Source: an optimization exercise on an open RTL-to-GDS flow (aim: small area, a short achievable clock period and few clock cycles per item). Production flows keep margins and buffers that such runs may drop. Only simulation tests tie the RTL to the original design; equivalence was not proved.

== job 4936 ==
==> flow/design.v (excerpt) <==
module Reconstructor(
    input enable,
    input CLK,
    input reset,
    input [7:0]height,
    input [7:0]width,
    input Vector_sig,
    input [7:0]mv_x,
    input [7:0]addr_x,
    input [7:0]mv_y,
    input [7:0]addr_y,
    output Nxt_block_sig,
    input [1:0]data_type,
    output [15:0]Tindex,
    input [5:0]pdi,
    output [15:0]index,
    output we,
    output [8:0]datax_out,
    output [8:0]datay_out,
    output [5:0]pdo
    );
localparam IDLE = 3'd0, WAIT = 3'd1, S1 = 3'd2, RD = 3'd3, TL = 3'd4, WR = 3'd5;
reg [2:0] state;
reg [15:0] N;             
reg [1:0] kN;             
reg [1:0] kP;             
reg pv;                   
reg tv;                   
reg [3:0] f;              
reg [4:0] preg;           
reg [1:0] btype;
reg [1:0] rx, ry;
reg ser;                  
always @(posedge CLK) begin
  rx <= mv_x[1:0];
  ry <= mv_y[1:0];
  ser <= (width == 8'd0) | (width == 8'd1) | (width == 8'd255);
end
wire hasx = |rx, hasy = |ry;
function [4:0] oa;
  input [1:0] k;
  input [1:0] rx, ry;
  reg [2:0] cx, cy;
  begin
  ...
clock: 11.0 ns
lec_check: 0
abc_clock_period_in_ps: 6000
cap_margin: 20
core_margin: 2
core_utilization: 40
cts_buf_list: sky130_fd_sc_hd__clkbuf_8
cts_cluster_size: 30
place_density: 0.6
setup_slack_margin: 4.7
slew_margin: 20
standard.sh (not shown) runs the stock make flow with config.mk's settings and CLKGATE_MAP_FILE= SYNTH_SCRIPT=/design/flow/synth_recipe.tcl, a recipe that flattens the netlist after the stock synthesis.
==> flow/flow/run.sh <==
#!/bin/bash
# Standard layout, with every port buffered by sky130_fd_sc_hd__buf_1 and a
# clock tree of clkbuf_8 without dummy loads.
set -euo pipefail
export BUFFER_PORTS_ARGS="-buffer_cell sky130_fd_sc_hd__buf_1"
export CTS_ARGS="-sink_clustering_enable -repair_clock_nets -dont_use_dummy_load -buf_list sky130_fd_sc_hd__clkbuf_8 -sink_clustering_size 30 -sink_clustering_max_diameter 150"
bash standard.sh > standard.log 2>&1
Job 4936: no failed stages, no open violations at the end
Testbench counts of job 4936, summed over its fixed seeds: cycles 37,693, vectors 5,350.
diff inputs: job 4936 => job 2507
--- a/flow/design.v
+++ b/flow/design.v
@@ -37,28 +37,49 @@
   ser <= (width == 8'd0) | (width == 8'd1) | (width == 8'd255);
 end
 wire hasx = |rx, hasy = |ry;
 function [4:0] oa;
   input [1:0] k;
   input [1:0] rx, ry;
   reg [2:0] cx, cy;
   begin
     cx = k[0] ? {1'b0, rx} : (rx == 2'd0 ? 3'd4 : {1'b0, 2'd0 - rx});
     cy = k[1] ? {1'b0, ry} : (ry == 2'd0 ? 3'd4 : {1'b0, 2'd0 - ry});
-    oa = cx * cy;
+    case ({cx[2], cy[2]})
+      2'b11: oa = 5'd16;
+      2'b10: oa = {1'b0, cy[1:0], 2'b00};
+      2'b01: oa = {1'b0, cx[1:0], 2'b00};
+      default: case ({cx[1:0], cy[1:0]})
+        4'b0101: oa = 5'd1;
+        4'b0110, 4'b1001: oa = 5'd2;
+        4'b0111, 4'b1101: oa = 5'd3;
+        4'b1010: oa = 5'd4;
+        4'b1011, 4'b1110: oa = 5'd6;
+        4'b1111: oa = 5'd9;
+        default: oa = 5'd0;
+      endcase
+    endcase
   end
 endfunction
+function [4:0] pri;
+  input [4:0] o;
+  input [1:0] t;
+  pri = {o[4:2] + {1'b0, t}, o[1:0]};
+endfunction
 wire [4:0] oaN = oa(kN, rx, ry);
-wire [4:0] pN = oaN + {btype, 2'b00};                           
-wire [4:0] pN0 = oaN + {(tv ? btype : data_type), 2'b00};      
+wire [4:0] pN = pri(oaN, btype);                          
+wire [4:0] pN0 = pri(oaN, tv ? btype : data_type);       
 wire s_rd = (state == RD), s_tl = (state == TL), s_wr = (state == WR);
-wire gt = {1'b0, preg} > pdi;
+wire [5:0] cp = {1'b0, preg};
+wire [5:0] cg = cp & ~pdi, cl = ~cp & pdi;
+wire [5:0] ce = ~(cg | cl);
+wire gt = cg[5] | ce[5] & (cg[4] | ce[4] & (cg[3] | ce[3] & (cg[2] | ce[2] & (cg[1] | ce[1] & cg[0]))));
 function [2:0] nextk;             
   input [1:0] k;
   input hx, hy;
   begin
     nextk[2] = (~k[0] & hx) | (~k[1] & hy);
     nextk[1:0] = (~k[0] & hx) ? {k[1], 1'b1} : 2'b10;
   end
 endfunction
 function [1:0] first;
   input [3:0] fl;
## What came out
Delta (job 2507 minus job 4936): area growth from synthesis to layout went down; length of routed wiring on met1 went up; total stage count of the critical path went up; synthesized cell count went up; final setup TNS did not really move.
Lower synthesized cell area was reported by job 4936, not job 2507.
Summary — total length of routed met2 wires, job 2507 relative to job 4936: higher, by 4.7%.
Testbench counts of job 2507, summed over its fixed seeds: cycles 37,693, vectors 5,350.

-- port drivers added, routing unchanged --
How much do the figures lean on ideal ports? The routed layouts below were timed once more, with nothing changed but the port constraints. Step 1, drivers: a clkbuf_16 drives CLK and a buf_2 each remaining input, both assumed. Step 2 adds t to the input delays and takes it off the output delays; t is the mean of the earliest and latest rising clock arrival at the registers after step 1. Input paths then give back, and output paths get back, about the clock's delay inside the block. a / b / c = ideal ports / drivers / drivers and shift; a / b = the first two.
| run | t (ns) | setup slack, ns | cell pins on the clock port's net |
|---|---|---|---|
| job 4936 | 0.382 | 4.959 / 4.934 / 4.631 | 1 |
| job 2507 | 0.388 | 4.922 / 4.937 / 4.549 | 1 |
After both steps every run listed still meets setup and hold. For job 2507, which loses most, drivers alone change the setup slack by +0.015 ns; drivers and shift together by -0.373 ns.
